This is an optimization exercise on Yosys and OpenROAD, whose aim is small area and a short achievable clock period, not a production implementation.
Where RTL was checked, it was by simulation tests only, not by an equivalence proof against the original.
Function not checked in runs 3 and 4: the RTL went through the layout flow alone.
The flow treats the clock pin as an ideal source, which a real chip does not have.
Power is estimated from default activity; no workload was simulated.

--- flow/design.v ---
`timescale 1ns / 1ps
module encrypter_top(
    input             clk,
    input      [0:79] data_in,
    input      [0:63] master_key,
    input      [0:63] baby_key,
    output reg [0:79] data_out,
    output reg [0:7]  crc
    );
    reg  [0:79] data_q;
    reg  [0:63] master_q;
    reg  [0:63] baby_q;
    wire [0:79] data_c;
    wire [0:7]  crc_c;
    encrypter core (
        .data_in(data_q),
        .master_key(master_q),
        .baby_key(baby_q),
        .data_out(data_c),
        .crc(crc_c)
    );
    always @(posedge clk) begin
        data_q   <= data_in;
        master_q <= master_key;
        baby_q   <= baby_key;
        data_out <= data_c;
        crc      <= crc_c;
    end
endmodule

module CRC(
    input  [0:79] data_in,
    output [0:7]  crc
);
    wire [0:9] col [0:7];
    wire [0:9] par;
    genvar m, c;
    generate
        for (c = 0; c < 10; c = c + 1) begin : COL
            assign par[c] = data_in[c]      ^ data_in[c + 10] ^ data_in[c + 20] ^ data_in[c + 30] ^
                            data_in[c + 40] ^ data_in[c + 50] ^ data_in[c + 60] ^ data_in[c + 70];
        end
        for (c = 0; c < 8; c = c + 1) begin : OUT
            assign crc[c] = par[c + 2] ^ ((c % 2 == 0) ? par[0] : par[1]);
        end
    endgenerate
endmodule
module key_creation(
    input  [0:63] master_key,
    input  [0:63] baby_key,
    output [0:63] final_key,
    output [0:7]  gt
);
    genvar i;
    generate
        for (i = 0; i < 8; i = i + 1) begin : BYTE
            assign gt[i] = master_key[8*i +: 8] > baby_key[8*i +: 8];
            assign final_key[8*i +: 8] = gt[i] ? master_key[8*i +: 8] : baby_key[8*i +: 8];
        end
    endgenerate
endmodule
module bit_level_mixing_encode(
    input  [0:79] data_in,
    input  [0:63] final_key,
    output [0:79] data_out
);
    function [0:7] rotr;
        input [0:7] x;
        input [2:0] s;
        reg   [0:7] a, b;
        begin
            a    = s[0] ? {x[7],   x[0:6]} : x;
            b    = s[1] ? {a[6:7], a[0:5]} : a;
            rotr = s[2] ? {b[4:7], b[0:3]} : b;
        end
    endfunction
    genvar b;
    generate
        for (b = 0; b < 10; b = b + 1) begin : BYTE
            assign data_out[8*b +: 8] = rotr(data_in[8*b +: 8], final_key[8*(b % 8) + 5 +: 3]);
        end
    endgenerate
endmodule
module shift_encoding(
    input  [0:79] data_in,
    input  [0:63] final_key,
    input  [0:63] master_key,
    input  [0:63] baby_key,
    input  [0:7]  key_gt,        
    output [0:79] data_out
);
    function [4:0] res5;
        input [3:0] x;
        begin
            res5[0] = (x == 4'd0) | (x == 4'd5) | (x == 4'd10) | (x == 4'd15);
            res5[1] = (x == 4'd1) | (x == 4'd6) | (x == 4'd11);
            res5[2] = (x == 4'd2) | (x == 4'd7) | (x == 4'd12);
            res5[3] = (x == 4'd3) | (x == 4'd8) | (x == 4'd13);
            res5[4] = (x == 4'd4) | (x == 4'd9) | (x == 4'd14);
        end
    endfunction
    function [4:0] add5;
        input [4:0] a, b;
        begin
            add5[0] = (a[0] & b[0]) | (a[1] & b[4]) | (a[2] & b[3]) | (a[3] & b[2]) | (a[4] & b[1]);
            add5[1] = (a[0] & b[1]) | (a[1] & b[0]) | (a[2] & b[4]) | (a[3] & b[3]) | (a[4] & b[2]);
            add5[2] = (a[0] & b[2]) | (a[1] & b[1]) | (a[2] & b[0]) | (a[3] & b[4]) | (a[4] & b[3]);
            add5[3] = (a[0] & b[3]) | (a[1] & b[2]) | (a[2] & b[1]) | (a[3] & b[0]) | (a[4] & b[4]);
            add5[4] = (a[0] & b[4]) | (a[1] & b[3]) | (a[2] & b[2]) | (a[3] & b[1]) | (a[4] & b[0]);
        end
    endfunction
    wire [7:0] kb [0:7];
    wire [4:0] kr [0:7];
    genvar i;
    generate
        for (i = 0; i < 8; i = i + 1) begin : KRES
            wire [7:0] mb = master_key[8*i +: 8];
            wire [7:0] bb = baby_key[8*i +: 8];
            wire [4:0] mr = add5(res5(mb[7:4]), res5(mb[3:0]));
            wire [4:0] br = add5(res5(bb[7:4]), res5(bb[3:0]));
            assign kb[i] = final_key[8*i +: 8];
            assign kr[i] = key_gt[i] ? mr : br;
        end
    endgenerate
    wire [4:0] start5 = add5(add5(add5(kr[0], kr[1]), add5(kr[2], kr[3])),
                             add5(add5(kr[4], kr[5]), add5(kr[6], kr[7])));
    wire       start2 = kb[0][0] ^ kb[1][0] ^ kb[2][0] ^ kb[3][0] ^
                        kb[4][0] ^ kb[5][0] ^ kb[6][0] ^ kb[7][0];
    wire [9:0] st10;
    generate
        for (i = 0; i < 10; i = i + 1) begin : ST10
            assign st10[i] = start5[i % 5] & (start2 == (i % 2));
        end
    endgenerate
    wire [9:1] ts;
    generate
        for (i = 1; i <= 9; i = i + 1) begin : TS
            assign ts[i] = |(st10 >> i);
        end
    endgenerate
    wire [6:0] r7   = kb[0][7:1];
    wire       top  = &r7;
    wire [4:0] s1r  = add5(res5(r7[6:3]), res5({r7[2:0], 1'b1}));
    wire       bump = s1r[0];
    wire [4:0] sg   = bump ? (top ? 5'b00010 : 5'b00100) : s1r;
    wire [4:0] sm [0:4];
    assign sm[0] = 5'b00001;
    assign sm[1] = sg;
    assign sm[2] = {sg[2], sg[4], sg[1], sg[3], 1'b0};    
    assign sm[3] = {sg[3], sg[1], sg[4], sg[2], 1'b0};    
    assign sm[4] = {sg[1], sg[2], sg[3], sg[4], 1'b0};    
    wire [4:0] tq [0:4];
    assign tq[0] = start5;
    generate
        for (i = 1; i < 5; i = i + 1) begin : TQ
            assign tq[i] = add5(start5, sm[i]);
        end
    endgenerate
    wire eq31 = ((r7 == 7'd15));
    wire eq51 = ((r7 == 7'd25));
    wire eq63 = ((r7 == 7'd31));
    wire eq73 = ((r7 == 7'd36));
    wire eq83 = ((r7 == 7'd41));
    wire eq101 = ((r7 == 7'd50));
    wire eq109 = ((r7 == 7'd54));
    wire eq113 = ((r7 == 7'd56));
    wire eq127 = ((r7 == 7'd62) | (r7 == 7'd63));
    wire eq153 = ((r7 == 7'd76));
    wire eq159 = ((r7 == 7'd79));
    wire eq169 = ((r7 == 7'd84));
    wire eq191 = ((r7 == 7'd95));
    wire eq199 = ((r7 == 7'd99));
    wire eq203 = ((r7 == 7'd101));
    wire eq213 = ((r7 == 7'd106));
    wire eq219 = ((r7 == 7'd109));
    wire eq223 = ((r7 == 7'd111));
    wire eq227 = ((r7 == 7'd112) | (r7 == 7'd113));
    wire eq247 = ((r7 == 7'd122) | (r7 == 7'd123));
    wire eq249 = ((r7 == 7'd124));
    wire eq251 = ((r7 == 7'd125));
    wire eq253 = ((r7 == 7'd126));
    wire g_1_1 = (eq247 & ts[9]) | (eq249 & ts[7]) | (eq251 & ts[5]) | (eq253 & ts[3]);
    wire g_2_1 = (r7[6] & ~top) | (eq127 & ts[2]);
    wire g_2_2 = (eq253 & ts[6]);
    wire g_3_1 = ((r7[6] | (r7[5] & (r7[4] | (r7[3] & (r7[2] | r7[1]))))) & ~top) | (eq83 & ts[7]);
    wire g_3_2 = ((r7[6] & (r7[5] | (r7[4] & (r7[3] | (r7[2] & (r7[1] | r7[0])))))) & ~top) | (eq169 & ts[5]);
    wire g_3_3 = (eq253 & ts[9]);
    wire g_4_1 = ((r7[6] | r7[5]) & ~top) | (eq63 & ts[4]);
    wire g_4_2 = (r7[6] & ~top) | (eq127 & ts[4]);
    wire g_4_3 = ((r7[6] & r7[5]) & ~top) | (eq191 & ts[4]);
    wire g_4_4 = 1'b0;
    wire g_5_1 = ((r7[6] | (r7[5] | (r7[4] & (r7[3] & (r7[2] | r7[1]))))) & ~top) | (eq51 & ts[1]);
    wire g_5_2 = ((r7[6] | (r7[5] & (r7[4] & (r7[3] | (r7[2] | (r7[1] & r7[0])))))) & ~top) | (eq101 & ts[7]);
    wire g_5_3 = ((r7[6] & (r7[5] | (r7[4] | (r7[3] & (r7[2] & (r7[1] | r7[0])))))) & ~top) | (eq153 & ts[3]);
    wire g_5_4 = ((r7[6] & (r7[5] & (r7[4] | (r7[3] | (r7[2] & r7[1]))))) & ~top) | (eq203 & ts[9]);
    wire g_5_5 = 1'b0;
    wire g_6_1 = ((r7[6] | (r7[5] | (r7[4] & (r7[3] | (r7[2] & (r7[1] | r7[0])))))) & ~top);
    wire g_6_2 = ((r7[6] | (r7[5] & (r7[4] | (r7[3] & (r7[2] | r7[1]))))) & ~top);
    wire g_6_3 = (r7[6] & ~top) | (eq127 & ts[6]);
    wire g_6_4 = ((r7[6] & (r7[5] | (r7[4] & (r7[3] | (r7[2] & (r7[1] | r7[0])))))) & ~top);
    wire g_6_5 = ((r7[6] & (r7[5] & (r7[4] | (r7[3] & (r7[2] | (r7[1] & r7[0])))))) & ~top) | (eq213 & ts[2]);
    wire g_6_6 = 1'b0;
    wire g_7_1 = ((r7[6] | (r7[5] | (r7[4] & (r7[3] | (r7[2] | (r7[1] | r7[0])))))) & ~top);
    wire g_7_2 = ((r7[6] | (r7[5] & (r7[4] | (r7[3] | (r7[2] & (r7[1] | r7[0])))))) & ~top) | (eq73 & ts[1]);
    wire g_7_3 = ((r7[6] | (r7[5] & (r7[4] & (r7[3] | (r7[2] & (r7[1] & r7[0])))))) & ~top) | (eq109 & ts[5]);
    wire g_7_4 = ((r7[6] & (r7[5] | (r7[4] | r7[3]))) & ~top);
    wire g_7_5 = ((r7[6] & (r7[5] | (r7[4] & (r7[3] & (r7[2] | (r7[1] & r7[0])))))) & ~top);
    wire g_7_6 = ((r7[6] & (r7[5] & (r7[4] | (r7[3] & (r7[2] & r7[1]))))) & ~top) | (eq219 & ts[3]);
    wire g_7_7 = 1'b0;
    wire g_8_1 = ((r7[6] | (r7[5] | r7[4])) & ~top) | (eq31 & ts[8]);
    wire g_8_2 = ((r7[6] | r7[5]) & ~top) | (eq63 & ts[8]);
    wire g_8_3 = ((r7[6] | (r7[5] & (r7[4] | (r7[3] & (r7[2] & (r7[1] & r7[0])))))) & ~top);
    wire g_8_4 = (r7[6] & ~top) | (eq127 & ts[8]);
    wire g_8_5 = ((r7[6] & (r7[5] | r7[4])) & ~top) | (eq159 & ts[8]);
    wire g_8_6 = ((r7[6] & r7[5]) & ~top) | (eq191 & ts[8]);
    wire g_8_7 = ((r7[6] & (r7[5] & r7[4])) & ~top) | (eq223 & ts[8]);
    wire g_8_8 = 1'b0;
    wire g_9_1 = ((r7[6] | (r7[5] | (r7[4] | (r7[3] & (r7[2] & r7[1]))))) & ~top);
    wire g_9_2 = ((r7[6] | (r7[5] | (r7[4] & (r7[3] & (r7[2] | (r7[1] & r7[0])))))) & ~top);
    wire g_9_3 = ((r7[6] | (r7[5] & (r7[4] | (r7[3] & (r7[2] | r7[1]))))) & ~top);
    wire g_9_4 = ((r7[6] | (r7[5] & (r7[4] & (r7[3] & (r7[2] | (r7[1] | r7[0])))))) & ~top) | (eq113 & ts[7]);
    wire g_9_5 = ((r7[6] & (r7[5] | (r7[4] | (r7[3] | (r7[2] & (r7[1] & r7[0])))))) & ~top);
    wire g_9_6 = ((r7[6] & (r7[5] | (r7[4] & (r7[3] | (r7[2] & (r7[1] | r7[0])))))) & ~top);
    wire g_9_7 = ((r7[6] & (r7[5] & (r7[4] | (r7[3] | r7[2])))) & ~top) | (eq199 & ts[1]);
    wire g_9_8 = ((r7[6] & (r7[5] & (r7[4] & (r7[3] | (r7[2] | r7[1]))))) & ~top) | (eq227 & ts[5]);
    wire g_9_9 = 1'b0;
    wire [4:0] ix5 [0:9];
    assign ix5[0] = start5;
    wire n1_0 = ~g_1_1;
    wire n1_1 = g_1_1;
    wire n1_2 = 1'b0;
    wire n1_3 = 1'b0;
    wire n1_4 = 1'b0;
    assign ix5[1][0] = (n1_0 & tq[1][0]) | (n1_1 & tq[1][1]);
    assign ix5[1][1] = (n1_0 & tq[1][1]) | (n1_1 & tq[1][2]);
    assign ix5[1][2] = (n1_0 & tq[1][2]) | (n1_1 & tq[1][3]);
    assign ix5[1][3] = (n1_0 & tq[1][3]) | (n1_1 & tq[1][4]);
    assign ix5[1][4] = (n1_0 & tq[1][4]) | (n1_1 & tq[1][0]);
    wire n2_0 = ~g_2_1;
    wire n2_1 = (g_2_1 & ~g_2_2);
    wire n2_2 = g_2_2;
    wire n2_3 = 1'b0;
    wire n2_4 = 1'b0;
    assign ix5[2][0] = (n2_0 & tq[2][0]) | (n2_1 & tq[2][1]) | (n2_2 & tq[2][2]);
    assign ix5[2][1] = (n2_0 & tq[2][1]) | (n2_1 & tq[2][2]) | (n2_2 & tq[2][3]);
    assign ix5[2][2] = (n2_0 & tq[2][2]) | (n2_1 & tq[2][3]) | (n2_2 & tq[2][4]);
    assign ix5[2][3] = (n2_0 & tq[2][3]) | (n2_1 & tq[2][4]) | (n2_2 & tq[2][0]);
    assign ix5[2][4] = (n2_0 & tq[2][4]) | (n2_1 & tq[2][0]) | (n2_2 & tq[2][1]);
    wire n3_0 = ~g_3_1;
    wire n3_1 = (g_3_1 & ~g_3_2);
    wire n3_2 = (g_3_2 & ~g_3_3);
    wire n3_3 = g_3_3;
    wire n3_4 = 1'b0;
    assign ix5[3][0] = (n3_0 & tq[3][0]) | (n3_1 & tq[3][1]) | (n3_2 & tq[3][2]) | (n3_3 & tq[3][3]);
    assign ix5[3][1] = (n3_0 & tq[3][1]) | (n3_1 & tq[3][2]) | (n3_2 & tq[3][3]) | (n3_3 & tq[3][4]);
    assign ix5[3][2] = (n3_0 & tq[3][2]) | (n3_1 & tq[3][3]) | (n3_2 & tq[3][4]) | (n3_3 & tq[3][0]);
    assign ix5[3][3] = (n3_0 & tq[3][3]) | (n3_1 & tq[3][4]) | (n3_2 & tq[3][0]) | (n3_3 & tq[3][1]);
    assign ix5[3][4] = (n3_0 & tq[3][4]) | (n3_1 & tq[3][0]) | (n3_2 & tq[3][1]) | (n3_3 & tq[3][2]);
    wire n4_0 = ~g_4_1;
    wire n4_1 = (g_4_1 & ~g_4_2);
    wire n4_2 = (g_4_2 & ~g_4_3);
    wire n4_3 = (g_4_3 & ~g_4_4);
    wire n4_4 = g_4_4;
    assign ix5[4][0] = (n4_0 & tq[4][0]) | (n4_1 & tq[4][1]) | (n4_2 & tq[4][2]) | (n4_3 & tq[4][3]) | (n4_4 & tq[4][4]);
    assign ix5[4][1] = (n4_0 & tq[4][1]) | (n4_1 & tq[4][2]) | (n4_2 & tq[4][3]) | (n4_3 & tq[4][4]) | (n4_4 & tq[4][0]);
    assign ix5[4][2] = (n4_0 & tq[4][2]) | (n4_1 & tq[4][3]) | (n4_2 & tq[4][4]) | (n4_3 & tq[4][0]) | (n4_4 & tq[4][1]);
    assign ix5[4][3] = (n4_0 & tq[4][3]) | (n4_1 & tq[4][4]) | (n4_2 & tq[4][0]) | (n4_3 & tq[4][1]) | (n4_4 & tq[4][2]);
    assign ix5[4][4] = (n4_0 & tq[4][4]) | (n4_1 & tq[4][0]) | (n4_2 & tq[4][1]) | (n4_3 & tq[4][2]) | (n4_4 & tq[4][3]);
    wire n5_0 = ~g_5_1 | g_5_5;
    wire n5_1 = (g_5_1 & ~g_5_2);
    wire n5_2 = (g_5_2 & ~g_5_3);
    wire n5_3 = (g_5_3 & ~g_5_4);
    wire n5_4 = (g_5_4 & ~g_5_5);
    assign ix5[5][0] = (n5_0 & tq[0][0]) | (n5_1 & tq[0][1]) | (n5_2 & tq[0][2]) | (n5_3 & tq[0][3]) | (n5_4 & tq[0][4]);
    assign ix5[5][1] = (n5_0 & tq[0][1]) | (n5_1 & tq[0][2]) | (n5_2 & tq[0][3]) | (n5_3 & tq[0][4]) | (n5_4 & tq[0][0]);
    assign ix5[5][2] = (n5_0 & tq[0][2]) | (n5_1 & tq[0][3]) | (n5_2 & tq[0][4]) | (n5_3 & tq[0][0]) | (n5_4 & tq[0][1]);
    assign ix5[5][3] = (n5_0 & tq[0][3]) | (n5_1 & tq[0][4]) | (n5_2 & tq[0][0]) | (n5_3 & tq[0][1]) | (n5_4 & tq[0][2]);
    assign ix5[5][4] = (n5_0 & tq[0][4]) | (n5_1 & tq[0][0]) | (n5_2 & tq[0][1]) | (n5_3 & tq[0][2]) | (n5_4 & tq[0][3]);
    wire n6_0 = ~g_6_1 | (g_6_5 & ~g_6_6);
    wire n6_1 = (g_6_1 & ~g_6_2) | g_6_6;
    wire n6_2 = (g_6_2 & ~g_6_3);
    wire n6_3 = (g_6_3 & ~g_6_4);
    wire n6_4 = (g_6_4 & ~g_6_5);
    assign ix5[6][0] = (n6_0 & tq[1][0]) | (n6_1 & tq[1][1]) | (n6_2 & tq[1][2]) | (n6_3 & tq[1][3]) | (n6_4 & tq[1][4]);
    assign ix5[6][1] = (n6_0 & tq[1][1]) | (n6_1 & tq[1][2]) | (n6_2 & tq[1][3]) | (n6_3 & tq[1][4]) | (n6_4 & tq[1][0]);
    assign ix5[6][2] = (n6_0 & tq[1][2]) | (n6_1 & tq[1][3]) | (n6_2 & tq[1][4]) | (n6_3 & tq[1][0]) | (n6_4 & tq[1][1]);
    assign ix5[6][3] = (n6_0 & tq[1][3]) | (n6_1 & tq[1][4]) | (n6_2 & tq[1][0]) | (n6_3 & tq[1][1]) | (n6_4 & tq[1][2]);
    assign ix5[6][4] = (n6_0 & tq[1][4]) | (n6_1 & tq[1][0]) | (n6_2 & tq[1][1]) | (n6_3 & tq[1][2]) | (n6_4 & tq[1][3]);
    wire n7_0 = ~g_7_1 | (g_7_5 & ~g_7_6);
    wire n7_1 = (g_7_1 & ~g_7_2) | (g_7_6 & ~g_7_7);
    wire n7_2 = (g_7_2 & ~g_7_3) | g_7_7;
    wire n7_3 = (g_7_3 & ~g_7_4);
    wire n7_4 = (g_7_4 & ~g_7_5);
    assign ix5[7][0] = (n7_0 & tq[2][0]) | (n7_1 & tq[2][1]) | (n7_2 & tq[2][2]) | (n7_3 & tq[2][3]) | (n7_4 & tq[2][4]);
    assign ix5[7][1] = (n7_0 & tq[2][1]) | (n7_1 & tq[2][2]) | (n7_2 & tq[2][3]) | (n7_3 & tq[2][4]) | (n7_4 & tq[2][0]);
    assign ix5[7][2] = (n7_0 & tq[2][2]) | (n7_1 & tq[2][3]) | (n7_2 & tq[2][4]) | (n7_3 & tq[2][0]) | (n7_4 & tq[2][1]);
    assign ix5[7][3] = (n7_0 & tq[2][3]) | (n7_1 & tq[2][4]) | (n7_2 & tq[2][0]) | (n7_3 & tq[2][1]) | (n7_4 & tq[2][2]);
    assign ix5[7][4] = (n7_0 & tq[2][4]) | (n7_1 & tq[2][0]) | (n7_2 & tq[2][1]) | (n7_3 & tq[2][2]) | (n7_4 & tq[2][3]);
    wire n8_0 = ~g_8_1 | (g_8_5 & ~g_8_6);
    wire n8_1 = (g_8_1 & ~g_8_2) | (g_8_6 & ~g_8_7);
    wire n8_2 = (g_8_2 & ~g_8_3) | (g_8_7 & ~g_8_8);
    wire n8_3 = (g_8_3 & ~g_8_4) | g_8_8;
    wire n8_4 = (g_8_4 & ~g_8_5);
    assign ix5[8][0] = (n8_0 & tq[3][0]) | (n8_1 & tq[3][1]) | (n8_2 & tq[3][2]) | (n8_3 & tq[3][3]) | (n8_4 & tq[3][4]);
    assign ix5[8][1] = (n8_0 & tq[3][1]) | (n8_1 & tq[3][2]) | (n8_2 & tq[3][3]) | (n8_3 & tq[3][4]) | (n8_4 & tq[3][0]);
    assign ix5[8][2] = (n8_0 & tq[3][2]) | (n8_1 & tq[3][3]) | (n8_2 & tq[3][4]) | (n8_3 & tq[3][0]) | (n8_4 & tq[3][1]);
    assign ix5[8][3] = (n8_0 & tq[3][3]) | (n8_1 & tq[3][4]) | (n8_2 & tq[3][0]) | (n8_3 & tq[3][1]) | (n8_4 & tq[3][2]);
    assign ix5[8][4] = (n8_0 & tq[3][4]) | (n8_1 & tq[3][0]) | (n8_2 & tq[3][1]) | (n8_3 & tq[3][2]) | (n8_4 & tq[3][3]);
    wire n9_0 = ~g_9_1 | (g_9_5 & ~g_9_6);
    wire n9_1 = (g_9_1 & ~g_9_2) | (g_9_6 & ~g_9_7);
    wire n9_2 = (g_9_2 & ~g_9_3) | (g_9_7 & ~g_9_8);
    wire n9_3 = (g_9_3 & ~g_9_4) | (g_9_8 & ~g_9_9);
    wire n9_4 = (g_9_4 & ~g_9_5) | g_9_9;
    assign ix5[9][0] = (n9_0 & tq[4][0]) | (n9_1 & tq[4][1]) | (n9_2 & tq[4][2]) | (n9_3 & tq[4][3]) | (n9_4 & tq[4][4]);
    assign ix5[9][1] = (n9_0 & tq[4][1]) | (n9_1 & tq[4][2]) | (n9_2 & tq[4][3]) | (n9_3 & tq[4][4]) | (n9_4 & tq[4][0]);
    assign ix5[9][2] = (n9_0 & tq[4][2]) | (n9_1 & tq[4][3]) | (n9_2 & tq[4][4]) | (n9_3 & tq[4][0]) | (n9_4 & tq[4][1]);
    assign ix5[9][3] = (n9_0 & tq[4][3]) | (n9_1 & tq[4][4]) | (n9_2 & tq[4][0]) | (n9_3 & tq[4][1]) | (n9_4 & tq[4][2]);
    assign ix5[9][4] = (n9_0 & tq[4][4]) | (n9_1 & tq[4][0]) | (n9_2 & tq[4][1]) | (n9_3 & tq[4][2]) | (n9_4 & tq[4][3]);
    wire [4:0] sel [0:9];
    genvar j, k;
    generate
        for (j = 0; j < 10; j = j + 1) begin : SEL
            if (j >= 8) begin : LAST
                assign sel[j] = ix5[j];
            end else if (j >= 6) begin : L1
                assign sel[j] = ix5[j] & ~ix5[j+2];
            end else if (j >= 4) begin : L2
                assign sel[j] = ix5[j] & ~(ix5[j+2] | ix5[j+4]);
            end else if (j >= 2) begin : L3
                assign sel[j] = ix5[j] & ~(ix5[j+2] | ix5[j+4] | ix5[j+6]);
            end else begin : L4
                assign sel[j] = ix5[j] & ~(ix5[j+2] | ix5[j+4] | ix5[j+6] | ix5[j+8]);
            end
        end
    endgenerate
    wire [7:0] ev [0:4];
    wire [7:0] od [0:4];
    generate
        for (k = 0; k < 5; k = k + 1) begin : SLOT
            assign ev[k] = ({8{sel[0][k]}} & data_in[0:7])   | ({8{sel[2][k]}} & data_in[16:23]) |
                           ({8{sel[4][k]}} & data_in[32:39]) | ({8{sel[6][k]}} & data_in[48:55]) |
                           ({8{sel[8][k]}} & data_in[64:71]);
            assign od[k] = ({8{sel[1][k]}} & data_in[8:15])  | ({8{sel[3][k]}} & data_in[24:31]) |
                           ({8{sel[5][k]}} & data_in[40:47]) | ({8{sel[7][k]}} & data_in[56:63]) |
                           ({8{sel[9][k]}} & data_in[72:79]);
        end
    endgenerate
    genvar p;
    generate
        for (p = 0; p < 10; p = p + 1) begin : POS
            assign data_out[8*p +: 8] = ((p % 2) == 0) ? (start2 ? od[p % 5] : ev[p % 5])
                                                       : (start2 ? ev[p % 5] : od[p % 5]);
        end
    endgenerate
endmodule
`timescale 1ns / 1ps
module xor_encoding(
        input [0:79] data_in,
        input [0:63] final_key,
        output [0:79] data_out
    );
    assign data_out[0:7] = data_in[0:7] ^ final_key[0:7];
    assign data_out[8:15] = data_in[8:15] ^ final_key[8:15];
    assign data_out[16:23] = data_in[16:23] ^ final_key[16:23];
    assign data_out[24:31] = data_in[24:31] ^ final_key[24:31];
    assign data_out[32:39] = data_in[32:39] ^ final_key[32:39];
    assign data_out[40:47] = data_in[40:47] ^ final_key[40:47];
    assign data_out[48:55] = data_in[48:55] ^ final_key[48:55];
    assign data_out[56:63] = data_in[56:63] ^ final_key[56:63];
    assign data_out[64:71] = data_in[64:71] ^ final_key[0:7];
    assign data_out[72:79] = data_in[72:79] ^ final_key[8:15];    
endmodule
`timescale 1ns / 1ps
module encrypter(
    input [0:79] data_in,
    input [0:63] master_key,
    input [0:63] baby_key,
    output [0:79] data_out,
    output [0:7] crc
    );
    wire [0:63] final_key;
    wire [0:7]  key_gt;
    wire [0:79] stage_1_out;
    wire [0:79] stage_2_out;
    CRC stage_crc( .data_in(data_in), .crc(crc));
    key_creation creat_key( .master_key(master_key), .baby_key(baby_key), .final_key(final_key), .gt(key_gt) );
    bit_level_mixing_encode stage_1( .data_in(data_in), .data_out(stage_1_out), .final_key(final_key));
    shift_encoding stage_2( .data_in(stage_1_out), .final_key(final_key), .master_key(master_key),
                            .baby_key(baby_key), .key_gt(key_gt), .data_out(stage_2_out));
    xor_encoding stage_3( .data_in(stage_2_out), .final_key(final_key), .data_out(data_out));
endmodule
--- flow/flow/run.sh ---
#!/bin/bash
# Layout flow: the standard ORFS flow, except that synthesis maps the
# logic with flow/abc.script (delay-targeted mapping with area recovery)
# instead of ORFS's ABC speed script, and leaves adders to ABC instead of
# extracting full/half adder cells. Registers, flattening and renaming are
# those of the standard synthesis.
set -uo pipefail
export MY_ABC_SCRIPT="$PWD/flow/abc.script"
bash standard.sh SYNTH_SCRIPT="$PWD/flow/my_synth.tcl" ADDER_MAP_FILE= \
    SETUP_SLACK_MARGIN=14 \
    "BUFFER_PORTS_ARGS=-buffer_cell sky130_fd_sc_hd__buf_1" \
    "CTS_ARGS=-sink_clustering_enable -repair_clock_nets -dont_use_dummy_load -buf_list sky130_fd_sc_hd__clkbuf_8 -sink_clustering_size 24" \
    finish > flow_make.log 2>&1
status=$?
cp -f orfs/logs/*/*/*/*.log . 2>/dev/null || true
exit $status
--- flow/flow/abc.script ---
strash
dch
map -D 4500
topo
stime -c
buffer -c
upsize -c -D 4500
dnsize -c -D 4500
--- flow/flow/my_synth.tcl ---
# synth_recipe.tcl with ABC's technology mapping script replaced.
proc synth {args} { yosys synth -nofsm -noshare {*}$args }
proc abc {args} {
  set out {}
  set i 0
  while {$i < [llength $args]} {
    set a [lindex $args $i]
    if {$a eq "-script"} {
      lappend out -script $::env(MY_ABC_SCRIPT)
      incr i 2
      continue
    }
    if {$a eq "-D"} {
      incr i 2
      continue
    }
    lappend out $a
    incr i
  }
  puts "abc (flow/abc.script): $out"
  yosys abc {*}$out
}
source $::env(SCRIPTS_DIR)/synth.tcl
# left out here: clear keep_hierarchy, flatten, clean up, hide names made inside functions, write 1_2_yosys.v
--- flow/standard.sh ---
#!/bin/bash
# synth_recipe.tcl (not shown) runs the flow's synth.tcl, then flattens the netlist and writes it again
# the make line also repeats each setting of config.mk as NAME=value (left out here)
make -C /OpenROAD-flow-scripts/flow DESIGN_CONFIG=/design/flow/config.mk WORK_HOME=/design/flow/orfs CLKGATE_MAP_FILE= SYNTH_SCRIPT=/design/flow/synth_recipe.tcl "${@:-finish}"
--- flow/config.mk ---
export PLATFORM = sky130hd
export DESIGN_NAME = encrypter_top
export DESIGN_NICKNAME = encrypter_top
export VERILOG_FILES = /design/flow/design.v
export SDC_FILE = /design/flow/constraint.sdc
export NUM_CORES = 4
export LEC_CHECK = 0
export CAP_MARGIN = 20
export CORE_MARGIN = 2
export CORE_UTILIZATION = 55
export SLEW_MARGIN = 20
--- flow/constraint.sdc ---
create_clock -name core_clock -period 22.0 [get_ports {clk}]
set_input_delay 4.4000 -clock core_clock [delete_from_list [all_inputs] [get_ports {clk}]]
set_output_delay 4.4000 -clock core_clock [all_outputs]
set_load 0.01 [all_outputs]
==> out/qor.csv, run 1 <==
metric;value;unit
status;complete, no violations;
final_common_cell;nand2_1;
synthCells;3720;
rows;76;
p_switching;1.874;mW
antenna_found_initial;2;
cts_buffer_depth;3;
root_buffer;clkbuf_8;
crit_type;flop to flop;
grt_max_degree;58;
place_ws;13.89;ns
clkPwrFrac;11.8;%
final.setup.tns;0;ns
grt_use_total;41.45;%
hp-class;flop to flop;
dieArea;45710;µm²
relSlewSlack;17.99;%
place_congestion;1.100;
postRouteAntennaNets;0;
gr-total-overflow;0;
dpl.hpwl;77820;µm
fin_worst_skew;0.08353;ns
async_reset_ff_share;0;%
syn-mean-instance-area;6.507;µm²
cts_htree_levels;2;
critPathLaunch;baby_q[1]$_DFF_P_;
clk_latency;0.66;ns
seq_area;5926;µm²
synth_cell_type_count;83;
final_cell_mix;680 x nand2_1, 546 x inv_1, 503 x nor2_1, 296 x dfxtp_1, 296 x buf_1;
cp-end-kind;flop;
fin_ws;14.26;ns
p_per_area;129.6;nW/µm²
min_period;7.741;ns
fp.dieH;213.8;µm
r2r_start;baby_q[1]$_DFF_P_;
syn_nets;3929;
yosysTopAreaCell;dfxtp_1;
path_clk_slew;0.06;ns
cts_tree;yes;
start_kind;flop;
synthTopCellsByArea;dfxtp_1 24%, nand2_1 11%, inv_1 8.5%;
crit_fanout;24;
vdd_ir_drop_max;0.00008217;V
ys.flop_type;dfxtp_1;
hold_start;baby_q[56]$_DFF_P_;
p_sw_share;53.96;%
drtIter0Drc;4269;
cts_buffers;50;
grt_pass1_vias;26550;
cts_hold_buffers;0;
finalNetCount;4231;
io_pins;297;
io_buffers;296;
p_comb_share;66.9;%
synth_edf_count;0;
rsz0062_at_grt;true;
fin_crit_sh;35.18;%
area_growth;10.70;%
cts.sinks;296;
drv_slew;0;
layout-drive-gt1-share;7.438;%
grt_pass1_wl;147100;µm
p_seq_share;21.3;%
dr_total_vias;28960;
core_region_area;43270;µm²
crit_required;22.50;ns
yosysTopAreaCellShare;24.48;%
drc;0;
fmax;129.2;MHz
synth.yosys.seq_area_share;24.48;%
ys_ff_latch;296;
p_leak;11.64;nW
multi_input_area;15650;µm²
cap_violations;0;
setup_viol;0;
nFillCells;3988;
dr.pass1.iters;7;
avgRoutedWirePerCell;21.37;µm
drt_wl_total;98430;µm
syn_area;24210;µm²
start_util;55.95;%
arrival;8.24;ns
viasPerCell;6.287;
ys_warn_count;3;
hold_viol;0;
p_int;1.599;mW
die_x;213.8;µm
worst_pin_slew;1.217;ns
[cells by family after synthesis]
logic type | after synthesis | synth area share [%]
mux | 63 | 2.610
flops | 296 | 24.48
xor+xnor | 165 | 5.970
simple gates | 1344 | 23.63
compound gates | 1136 | 31.95
buf+inv | 716 | 11.37
[path summary, 6_finish.rpt]
| kind | endpoint | cells past startpoint | slack, ns |
|---|---|---|---|
| min reg2reg | data_out[56]$_DFF_P_ | 2 | 0.60 |
| min | data_out[56]$_DFF_P_ | 2 | 0.60 |
| max | data_out[56]$_DFF_P_ | 26 | 14.26 |
| max reg2reg | data_out[56]$_DFF_P_ | 26 | 14.26 |
[cells in the mapped netlist (22+ instances only)]
| cell | instances |
|---|---|
| o2111ai_1 | 79 |
| xor2_1 | 66 |
| o21ai_1 | 85 |
| a221oi_1 | 34 |
| o21a_1 | 25 |
| nand3_1 | 31 |
| a22oi_1 | 161 |
| o211ai_1 | 31 |
| clkbuf_1 | 56 |
| o221ai_1 | 39 |
| mux2i_1 | 62 |
| xnor2_1 | 99 |
| dfxtp_1 | 296 |
| inv_1 | 546 |
| o22ai_1 | 184 |
| o21ai_0 | 200 |
| a221o_1 | 22 |
| a21oi_1 | 167 |
| inv_2 | 74 |
| nor2_1 | 509 |
| nand2_1 | 680 |
[worst max-delay path, stage by stage (launching register included)]
cell and delay, ns:
dfxtp_1 0.37, inv_1 0.09, a22oi_1 0.23, nand2_1 0.13, nor4_2 0.21, a21o_1 0.54, inv_2 0.23, nand2_1 0.12
o21ai_2 0.05, buf_4 0.26, inv_1 0.51, nor2_1 0.25, inv_1 0.14, nor2_1 0.07, nor2_1 0.23, o211ai_1 0.14
a211oi_1 0.77, nor2_1 0.28, nor4_2 0.88, inv_1 0.16, nand2_1 0.12, o221ai_1 0.24, and3_1 0.42, a22oi_1 0.22
o2111ai_1 0.18, mux2i_1 0.60, xor2_1 0.18
[timing repair]
action / CTS / global route
setup buffers: 0 / 7
gates resized for setup: 3 / 13
cloned: 0 / 2
pin swaps: 0 / 5
endpoints found under the setup margin: 10 / 80
[metal layers]
metal | share of wire [%] | global-route usage [%]
met1 | 39 | 52.52
met5 | 0 | 0.4310
met3 | 11 | 8.685
met4 | 6.8 | 25.31
met2 | 43 | 64.67
[per-stage QoR]
| step | util [%] | hold slack, ns | instances | power, mW | cell area (µm²) |
|---|---|---|---|---|---|
| 2_1_floorplan | - | 0.5339 | 3720 | 2.245 | 24210 |
| 3_3_place_gp | 59.91 | 0.5871 | 4544 | 2.909 | 25920 |
| 3_5_place_dp | 59.94 | 0.5926 | 4545 | 2.944 | 25930 |
| 4_1_cts | 61.55 | 0.5944 | 4595 | 3.362 | 26630 |
| 5_1_grt | 61.93 | 0.6416 | 4606 | 3.623 | 26800 |
| 6_report | 61.93 | 0.5980 | 4606 | 3.473 | 26800 |
[power groups by stage]
stage          Clock, mW  Combinational, mW  Sequential [mW]
2_1_floorplan          0               1.49            0.755
3_3_place_gp           0               2.17            0.742
3_5_place_dp           0               2.20            0.744
4_1_cts            0.415               2.21            0.735
5_1_grt            0.435               2.44            0.744
6_report           0.410               2.32            0.739
[final cells by class]
class | count | share of cell area [%]
tap | 585 | 2.731
sequential | 296 | 22.11
multi-input combinational | 2710 | 58.39
antenna | 1 | 0.009338
clock buffer | 50 | 2.568
inverter | 626 | 8.769
timing repair buffer | 338 | 5.421
[state kept, by name, summed over array words and instances (netlist names)]
register  flops
data_q       80
data_out     80
baby_q       64
crc           8
master_q     64
==> inputs of run 2 (changes only) <==
--- a/flow/flow/run.sh
+++ b/flow/flow/run.sh
@@ -7,7 +7,7 @@
 set -uo pipefail
 export MY_ABC_SCRIPT="$PWD/flow/abc.script"
 bash standard.sh SYNTH_SCRIPT="$PWD/flow/my_synth.tcl" ADDER_MAP_FILE= \
-    SETUP_SLACK_MARGIN=14 \
+    SETUP_SLACK_MARGIN=15 \
     "BUFFER_PORTS_ARGS=-buffer_cell sky130_fd_sc_hd__buf_1" \
     "CTS_ARGS=-sink_clustering_enable -repair_clock_nets -dont_use_dummy_load -buf_list sky130_fd_sc_hd__clkbuf_8 -sink_clustering_size 24" \
     finish > flow_make.log 2>&1
==> out/qor.csv, run 2 <==
metric;value;unit;change
fmax;146.0;MHz;+13%
ys.flop_type;dfxtp_1;;
final_common_cell;nand2_1;;
holdPathStages;2;;unchanged
grt_use_total;41.75;%;+0.30 points
dpl.hpwl;77820;µm;unchanged
rows;76;;unchanged
syn_area;24210;µm²;unchanged
vdd_ir_drop_max;0.00008706;V;+6.0%
area_growth;17.86;%;
cts_buffer_depth;3;;unchanged
layout-drive-gt1-share;12.48;%;+5.0 points
cts_htree_levels;2;;unchanged
final.setup.tns;0;ns;unchanged
grt_pass1_vias;26710;;+0.63%
postRouteAntennaNets;0;;unchanged
drtIter0Drc;4350;;+1.9%
cp_top_family;compound AO/OA/AOI/OAI gates;;
min_period;6.849;ns;-0.8919 ns
synth.yosys.seq_area_share;24.48;%;unchanged
cts_buffers;50;;unchanged
yosys-top-cells-count;680 x nand2_1, 546 x inv_1, 509 x nor2_1;;
syn_nets;3929;;unchanged
yosysTopAreaCell;dfxtp_1;;
root_buffer;clkbuf_8;;
start_util;55.95;%;unchanged
syn-mean-instance-area;6.507;µm²;unchanged
crit_fanout;14;;-42%
relSlewSlack;20.72;%;+2.7 points
synthTopCellsByArea;dfxtp_1 24%, nand2_1 11%, inv_1 8.5%;;
drt_wl_total;101100;µm;+2.7%
avgRoutedWirePerCell;21.56;µm;+0.88%
status;complete, no violations;;
crit_slowest_cell;o21ai_4;;
multi_input_area;16570;µm²;+5.9%
worst_pin_slew;1.177;ns;-0.04058 ns
grt_max_degree;58;;unchanged
clk_latency;0.66;ns;about the same
p_per_area;133.0;nW/µm²;+2.6%
fin_crit_sh;31.13;%;-4.1 points
path_depth;27;;+3.8%
gr-total-overflow;0;;unchanged
synth_edf_count;0;;unchanged
p_leak;12.30;nW;+5.7%
max_stage_delay;0.51;ns;-0.37 ns
cts.sinks;296;;unchanged
hp-class;flop to flop;;
cap_violations;0;;unchanged
setup_viol;0;;unchanged
stdcell_area;28530;µm²;+6.5%
arrival;7.42;ns;-0.82 ns
crit_buf_inv;6;;unchanged
ys_ff_latch;296;;unchanged
hold_viol;0;;unchanged
io_buffers;296;;unchanged
yosysTopAreaCellShare;24.48;%;unchanged
dieArea;45710;µm²;unchanged
die_x;213.8;µm;unchanged
drv_slew;0;;unchanged
cts_tree;yes;;
start_kind;flop;;
postPlaceCellArea;25930;µm²;unchanged
crit_type;flop to flop;;
crit_required;22.57;ns;+0.07 ns
synth_most_common_cell;nand2_1;;
synthCells;3720;;unchanged
ys_warn_count;3;;unchanged
dr_total_vias;29660;;+2.4%
place_congestion;1.100;;unchanged
fin_worst_skew;0.07936;ns;-0.004165 ns
antenna_found_initial;1;;-1
rr_worst_depth;27;;+3.8%
final_cell_mix;670 x nand2_1, 544 x inv_1, 480 x nor2_1, 296 x dfxtp_1, 296 x buf_1;;
cp_common_cell;inv_1;;
viasPerCell;6.328;;+0.65%
io_pins;297;;unchanged
reg_top3;data_out x80, data_q x80;;
dr.pass1.iters;9;;+2
async_reset_ff_share;0;%;unchanged
p_total;3.794;mW;+9.3%
synth_cell_type_count;83;;unchanged
nFillCells;3843;;-3.6%
grt_pass1_wl;148000;µm;+0.67%
fp.dieH;213.8;µm;unchanged
path_clk_slew;0.06;ns;about the same
seq_area;5926;µm²;unchanged
finalNetCount;4313;;+1.9%
core_region_area;43270;µm²;unchanged
rsz0062_at_grt;true;;
drc;0;;unchanged
cp-end-kind;flop;;
-- run 2: cell counts after synthesis --
No cell type changed its count.
-- run 2: through the flow --
stage / instances / hold slack [ns] / worst slack [ns] / utilization, %
5_1_grt: 4688 / 0.6416 / 14.89 / 65.94
6_report: 4688 / 0.5984 / 15.15 / 65.94
3_3_place_gp: 4544 / 0.5871 / 14.00 / 59.91
3_5_place_dp: 4545 / 0.5926 / 13.89 / 59.94
4_1_cts: 4611 / 0.5944 / 14.95 / 62.60
2_1_floorplan: 3720 / 0.5339 / 16.68 / -
-- run 2: power by group --
part	internal (mW)	switching, mW	total, mW
clock network	0.199	0.213	0.412
registers	0.664	0.0763	0.740
logic	0.917	1.73	2.64
total	1.78	2.01	3.79
-- run 2: cell type report --
cell class / instances / share of cell area [%]
multi-input combinational: 2713 / 58.07
clock buffer: 50 / 2.412
tap: 585 / 2.566
sequential: 296 / 20.77
antenna: 1 / 0.008771
inverter: 626 / 8.341
timing repair buffer: 417 / 7.833
-- run 2: per-layer routing --
layer	track usage, %	part of all wire, %	vias up
li1	-	-	13550
met1	52.21	38	13610
met2	65.26	44	2063
met3	9.564	11	445
met4	25.77	6.8	2
met5	0.4310	0.020	-
-- run 2: final timing paths --
check	endpoint	from	slack, ns
setup / recovery	data_out[17]$_DFF_P_	master_q[1]$_DFF_P_	15.15
hold / removal	data_out[56]$_DFF_P_	baby_q[56]$_DFF_P_	0.60
setup reg to reg	data_out[17]$_DFF_P_	master_q[1]$_DFF_P_	15.15
hold reg to reg	data_out[56]$_DFF_P_	baby_q[56]$_DFF_P_	0.60
-- run 2: repair_timing --
action	CTS	global route
hold buffers	0	0
gates cloned	4	4
pin swaps	9	33
endpoints found under the setup margin	80	80
buffers inserted	12	71
resized for setup	51	170
-- run 2: tightest hold or removal path, cell delays in order (launching register included) --
cell and delay (ns):
dfxtp_1 0.34, nor2_1 0.12, xor2_1 0.10
-- run 2: cell families after synthesis --
logic type                synth area share [%]
AOI/OAI and AO/OA                        31.95
xor gates and xnor gates                 5.970
buffers and inverters                    11.37
DFF                                      24.48
muxes                                    2.610
and+or+nand+nor                          23.63
==> inputs of run 3 (changes only) <==
--- a/flow/design.v
+++ b/flow/design.v
@@ -48,14 +48,13 @@
 module key_creation(
     input  [0:63] master_key,
     input  [0:63] baby_key,
-    output [0:63] final_key,
-    output [0:7]  gt
+    output [0:63] final_key
 );
     genvar i;
     generate
         for (i = 0; i < 8; i = i + 1) begin : BYTE
-            assign gt[i] = master_key[8*i +: 8] > baby_key[8*i +: 8];
-            assign final_key[8*i +: 8] = gt[i] ? master_key[8*i +: 8] : baby_key[8*i +: 8];
+            assign final_key[8*i +: 8] = (master_key[8*i +: 8] > baby_key[8*i +: 8]) ?
+                                         master_key[8*i +: 8] : baby_key[8*i +: 8];
         end
     endgenerate
 endmodule
@@ -84,9 +83,6 @@
 module shift_encoding(
     input  [0:79] data_in,
     input  [0:63] final_key,
-    input  [0:63] master_key,
-    input  [0:63] baby_key,
-    input  [0:7]  key_gt,        
     output [0:79] data_out
 );
     function [4:0] res5;
@@ -114,12 +110,8 @@
     genvar i;
     generate
         for (i = 0; i < 8; i = i + 1) begin : KRES
-            wire [7:0] mb = master_key[8*i +: 8];
-            wire [7:0] bb = baby_key[8*i +: 8];
-            wire [4:0] mr = add5(res5(mb[7:4]), res5(mb[3:0]));
-            wire [4:0] br = add5(res5(bb[7:4]), res5(bb[3:0]));
             assign kb[i] = final_key[8*i +: 8];
-            assign kr[i] = key_gt[i] ? mr : br;
+            assign kr[i] = add5(res5(kb[i][7:4]), res5(kb[i][3:0]));
         end
     endgenerate
     wire [4:0] start5 = add5(add5(add5(kr[0], kr[1]), add5(kr[2], kr[3])),
@@ -379,13 +371,11 @@
     output [0:7] crc
     );
     wire [0:63] final_key;
-    wire [0:7]  key_gt;
     wire [0:79] stage_1_out;
     wire [0:79] stage_2_out;
     CRC stage_crc( .data_in(data_in), .crc(crc));
-    key_creation creat_key( .master_key(master_key), .baby_key(baby_key), .final_key(final_key), .gt(key_gt) );
+    key_creation creat_key( .master_key(master_key), .baby_key(baby_key), .final_key(final_key) );
     bit_level_mixing_encode stage_1( .data_in(data_in), .data_out(stage_1_out), .final_key(final_key));
-    shift_encoding stage_2( .data_in(stage_1_out), .final_key(final_key), .master_key(master_key),
-                            .baby_key(baby_key), .key_gt(key_gt), .data_out(stage_2_out));
+    shift_encoding stage_2( .data_in(stage_1_out), .final_key(final_key), .data_out(stage_2_out));
     xor_encoding stage_3( .data_in(stage_2_out), .final_key(final_key), .data_out(data_out));
 endmodule
==> flow/flow/run.sh (replaced) <==
#!/bin/bash
# Layout flow: the standard ORFS flow, except that synthesis maps the
# logic with flow/abc.script (delay-targeted mapping with area recovery)
# instead of ORFS's ABC speed script, and leaves adders to ABC instead of
# extracting full/half adder cells. Registers, flattening and renaming are
# those of the standard synthesis. Placement buffers the ports with buf_1,
# CTS uses clkbuf_8 without dummy loads, and the output registers' clock is
# delayed as a group after CTS (flow/pre_cts.tcl, flow/post_cts.tcl).
set -uo pipefail
export MY_ABC_SCRIPT="$PWD/flow/abc.script"
export SKEW_CELLS=2 SKEW_CELL=sky130_fd_sc_hd__clkdlybuf4s25_1
bash standard.sh SYNTH_SCRIPT="$PWD/flow/my_synth.tcl" ADDER_MAP_FILE= \
    SETUP_SLACK_MARGIN=15.6 \
    SKIP_CTS_REPAIR_TIMING=1 \
    PRE_CTS_TCL="$PWD/flow/pre_cts.tcl" POST_CTS_TCL="$PWD/flow/post_cts.tcl" \
    "BUFFER_PORTS_ARGS=-buffer_cell sky130_fd_sc_hd__buf_1" \
    "CTS_ARGS=-sink_clustering_enable -repair_clock_nets -dont_use_dummy_load -buf_list {sky130_fd_sc_hd__clkbuf_8 sky130_fd_sc_hd__clkbuf_16}" \
    finish > flow_make.log 2>&1
status=$?
cp -f orfs/logs/*/*/*/*.log . 2>/dev/null || true
exit $status
==> flow/flow/post_cts.tcl (new file) <==
# After CTS: delay the output registers' clock (see pre_cts.tcl) by a chain
# of delay cells in front of skew_out_buf, then repair timing with the skew
# in place.
set skew_block [ord::get_db_block]
set skew_db [ord::get_db]
set skew_cells [expr {[info exists ::env(SKEW_CELLS)] ? $::env(SKEW_CELLS) : 2}]
set skew_master [$skew_db findMaster [expr {[info exists ::env(SKEW_CELL)] ? $::env(SKEW_CELL) : "sky130_fd_sc_hd__clkdlybuf4s25_1"}]]
set skew_inst [$skew_block findInst skew_out_buf]
set skew_a [$skew_inst findITerm A]
set skew_prev [$skew_a getNet]
$skew_a disconnect
set skew_loc [$skew_inst getLocation]
for {set k 0} {$k < $skew_cells} {incr k} {
  set d [odb::dbInst_create $skew_block $skew_master skew_dly_$k]
  set dn [odb::dbNet_create $skew_block clk_skew_dly_$k]
  $dn setSigType CLOCK
  [$d findITerm A] connect $skew_prev
  [$d findITerm X] connect $dn
  $d setLocation [lindex $skew_loc 0] [lindex $skew_loc 1]
  $d setPlacementStatus PLACED
  set skew_prev $dn
}
$skew_a connect $skew_prev
puts "post_cts: $skew_cells delay cells in front of skew_out_buf"
detailed_placement
estimate_parasitics -placement
# cts.tcl's own repair is skipped (SKIP_CTS_REPAIR_TIMING=1) so that it
# sees this skew; the same steps follow here.
repair_timing_helper
detailed_placement
check_placement -verbose
==> flow/flow/pre_cts.tcl (new file) <==
set skew_block [ord::get_db_block]
set skew_db [ord::get_db]
set skew_clknet [$skew_block findNet clk]
set skew_inst [odb::dbInst_create $skew_block [$skew_db findMaster sky130_fd_sc_hd__clkbuf_8] skew_out_buf]
set skew_net [odb::dbNet_create $skew_block clk_skew_out]
$skew_net setSigType CLOCK
[$skew_inst findITerm A] connect $skew_clknet
[$skew_inst findITerm X] connect $skew_net
set skew_n 0
set skew_x 0
set skew_y 0
foreach it [$skew_clknet getITerms] {
  set inst [$it getInst]
  if {[regexp {^(data_out|crc)\\?\[} [$inst getName]] && [[$it getMTerm] getName] eq "CLK"} {
    $it disconnect
    $it connect $skew_net
    set loc [$inst getLocation]
    incr skew_x [lindex $loc 0]
    incr skew_y [lindex $loc 1]
    incr skew_n
  }
}
puts "pre_cts: moved $skew_n output register clock pins to clk_skew_out"
$skew_inst setLocation [expr {$skew_x / $skew_n}] [expr {$skew_y / $skew_n}]
$skew_inst setPlacementStatus PLACED
detailed_placement
--- a/flow/config.mk
+++ b/flow/config.mk
@@ -5,7 +5,8 @@
 export SDC_FILE = /design/flow/constraint.sdc
 export NUM_CORES = 4
 export LEC_CHECK = 0
-export CAP_MARGIN = 20
+export CAP_MARGIN = 30
 export CORE_MARGIN = 2
 export CORE_UTILIZATION = 55
-export SLEW_MARGIN = 20
+export HOLD_SLACK_MARGIN = 0.1
+export SLEW_MARGIN = 30
==> out/qor.csv, run 3 <==
metric;value;unit;change
status;aborted with a tool error;;
failed_stage;global routing (5_1_grt);;
error;[ERROR GRT-0232] Routing congestion too high. Check the congestion heatmap in the GUI.;;
synth.yosys.seq_area_share;27.21;%;+2.7 points
fp.dieH;203.0;µm;-5.1%
syn_area;21780;µm²;-10%
io_pins;297;;unchanged
synthTopCellsByArea;dfxtp_1 27%, nand2_1 16%, a22oi_1 6.2%;;
place_congestion;1.078;;-2.0%
postPlaceCellArea;23380;µm²;-9.8%
yosys-top-cells-count;928 x nand2_1, 309 x inv_1, 296 x dfxtp_1;;
start_util;56.09;%;+0.14 points
synth_compound_area_share;24.29;%;-7.7 points
ys_ff_latch;296;;unchanged
synth-simple-area-share;33.43;%;+9.8 points
synthAdderAreaFrac;0;%;unchanged
yosysTopAreaCell;dfxtp_1;;
ys.flop_type;dfxtp_1;;
synth_top_family_by_area;simple AND/OR/NAND/NOR gates;;
syn_nets;3574;;-9.0%
ys_warn_count;3;;unchanged
yosysTopAreaCellShare;27.21;%;+2.7 points
synth_mux_area_share;1.747;%;-0.86 points
synth_edf_count;0;;unchanged
grt_max_degree;75;;
grt_use_total;83.96;%;
synthCells;3365;;-9.5%
synth_cell_type_count;75;;-9.6%
dpl.hpwl;78280;µm;+0.59%
die_x;203.0;µm;-5.1%
syn-mean-instance-area;6.472;µm²;-0.55%
async_reset_ff_share;0;%;unchanged
gr-total-overflow;607;;
io_buffers;296;;unchanged
worstEpCategory;register data pin;;
grt-worst-endpoint;data_out[43]$_DFF_P_/D;;
rows;72;;-5.3%
synth_most_common_cell;nand2_1;;
synth_xor_xnor_area_share;5.711;%;-0.26 points
## run 3: cell count changes after synthesis, moves of 58 or more
cell,before,now
nor2_1,509,275
o2111ai_1,79,14
o22ai_1,184,87
xnor2_1,99,41
nand4_1,16,114
nand2_1,680,928
inv_1,546,309
nand3_1,31,226
## run 3: cell families after synthesis
logic type	count (synthesis)
xor+xnor	142
mux	38
buf+inv	422
compound gates	801
simple gates	1666
flops	296
## run 3: power by group through the flow
stage | registers [mW] | logic (mW) | clock network, mW
detailed placement | 0.765 | 4.73 | 0
global placement | 0.763 | 4.70 | 0
floorplan | 0.776 | 3.12 | 0
## run 3: stage by stage
step	hold WS (ns)	utilization [%]	setup slack, ns	instances	total power, mW
after detailed placement	0.5621	60.23	12.97	4118	5.497
after global placement	0.5734	60.14	12.97	4118	5.460
after floorplan	0.5236	-	16.03	3365	3.892
## run 3: per-layer routing
layer | global-route usage, % | GRT overflow
met5 | 41.07 | 1
met4 | 87.51 | 230
met3 | 71.11 | 23
met2 | 99.46 | 348
met1 | 81.55 | 5
## run 3: how the worst max path moves through the flow
stage | endpoint | slack [ns] | cells past startpoint
3_5_place_dp | data_out[32]$_DFF_P_ | 12.97 | 31
3_3_place_gp | data_out[32]$_DFF_P_ | 12.97 | 33
2_1_floorplan | data_out[6]$_DFF_P_ | 16.03 | 35
==> inputs of run 4 (changes only) <==
==> flow/flow/abc.script (replaced) <==
strash
dch
amap
topo
stime -c
buffer -c
upsize -c -D 4500
dnsize -c -D 4500
==> out/qor.csv, run 4 <==
metric;value;unit;change
ys_warn_count;3;;unchanged
synthTopCellsByArea;dfxtp_1 30%, o22ai_1 18%, nor2_1 12%;;
ys.flop_type;dfxtp_1;;
yosysTopAreaCell;dfxtp_1;;
error;[ERROR GRT-0116] Global routing finished with congestion. Check the congestion regions in the DRC Viewer.;;
synth_cell_type_count;66;;-12%
place_ws;11.88;ns;-1.083 ns
dp_cells;3448;;-16%
synthCells;2756;;-18%
grt_pass1_vias;31100;;
grt_pass1_wl;188000;µm;
dpl.hpwl;68400;µm;-13%
start_util;56.23;%;+0.14 points
io_buffers;296;;unchanged
syn-mean-instance-area;7.082;µm²;+9.4%
syn_nets;2965;;-17%
syn_area;19520;µm²;-10%
grt_max_degree;85;;
synth_edf_count;0;;unchanged
place_congestion;1.103;;+2.3%
fp.dieH;192.4;µm;-5.2%
yosysTopAreaCellShare;30.36;%;+3.1 points
ys_ff_latch;296;;unchanged
async_reset_ff_share;0;%;unchanged
rows;68;;-5.6%
die_x;192.4;µm;-5.2%
synth.yosys.seq_area_share;30.36;%;+3.1 points
io_pins;297;;unchanged
status;aborted with a tool error;;
postPlaceCellArea;21630;µm²;-7.5%
failed_stage;global routing (5_1_grt);;
gr-total-overflow;137;;
synth_most_common_cell;nor2_1;;
grt_use_total;66.48;%;
yosys-top-cells-count;624 x nor2_1, 562 x o22ai_1, 296 x dfxtp_1;;
==> run 4: per-layer routing <==
metal | track usage, % | overflow
met1 | 67.76 | 0
met2 | 87.23 | 56
met3 | 42.63 | 7
met4 | 68.20 | 73
met5 | 16.90 | 1
==> run 4: power groups by stage <==
stage	Clock [mW]	Combinational, mW	Sequential [mW]
3_3_place_gp	0	4.40	0.739
3_5_place_dp	0	4.45	0.738
2_1_floorplan	0	2.99	0.758
==> run 4: worst min-delay path by stage <==
stage / start / end / slack (ns) / depth (start not counted)
2_1_floorplan: baby_q[16]$_DFF_P_ / data_out[16]$_DFF_P_ / 0.49 / 2
3_3_place_gp: baby_q[32]$_DFF_P_ / data_out[32]$_DFF_P_ / 0.53 / 2
3_5_place_dp: baby_q[48]$_DFF_P_ / data_out[48]$_DFF_P_ / 0.54 / 2
==> run 4: cells by family after synthesis <==
logic type                after synthesis  synth area share [%]
buffers and inverters                 366                 7.269
and+or+nand+nor                       973                 22.71
AOI/OAI and AO/OA                    1079                 37.78
xor gates and xnor gates               42                 1.885
DFF                                   296                 30.36

[re-timing with driven ports]
No port has a modelled driver above. Below, the same layouts with a new extraction and two added sets of constraints. Step 1 sets driving cells, clkbuf_16 on the clock port and buf_2 on the other inputs (assumed; they add their load-dependent delay and slew). Step 2 also shifts input and output timing later by t, the mid clock arrival at the registers, as if the neighbouring blocks saw the same clock. a / b / c = ideal ports / drivers / drivers and shift; a / b = the first two.
run | shift t [ns] | setup WS [ns] | hold WS [ns]
run 1 | 0.684 | 14.259 / 14.259 / 14.259 | 0.598 / 0.598 / 0.598
run 2 | 0.683 | 15.151 / 15.151 / 15.151 | 0.598 / 0.598 / 0.598
After both steps every run listed still meets setup and hold.
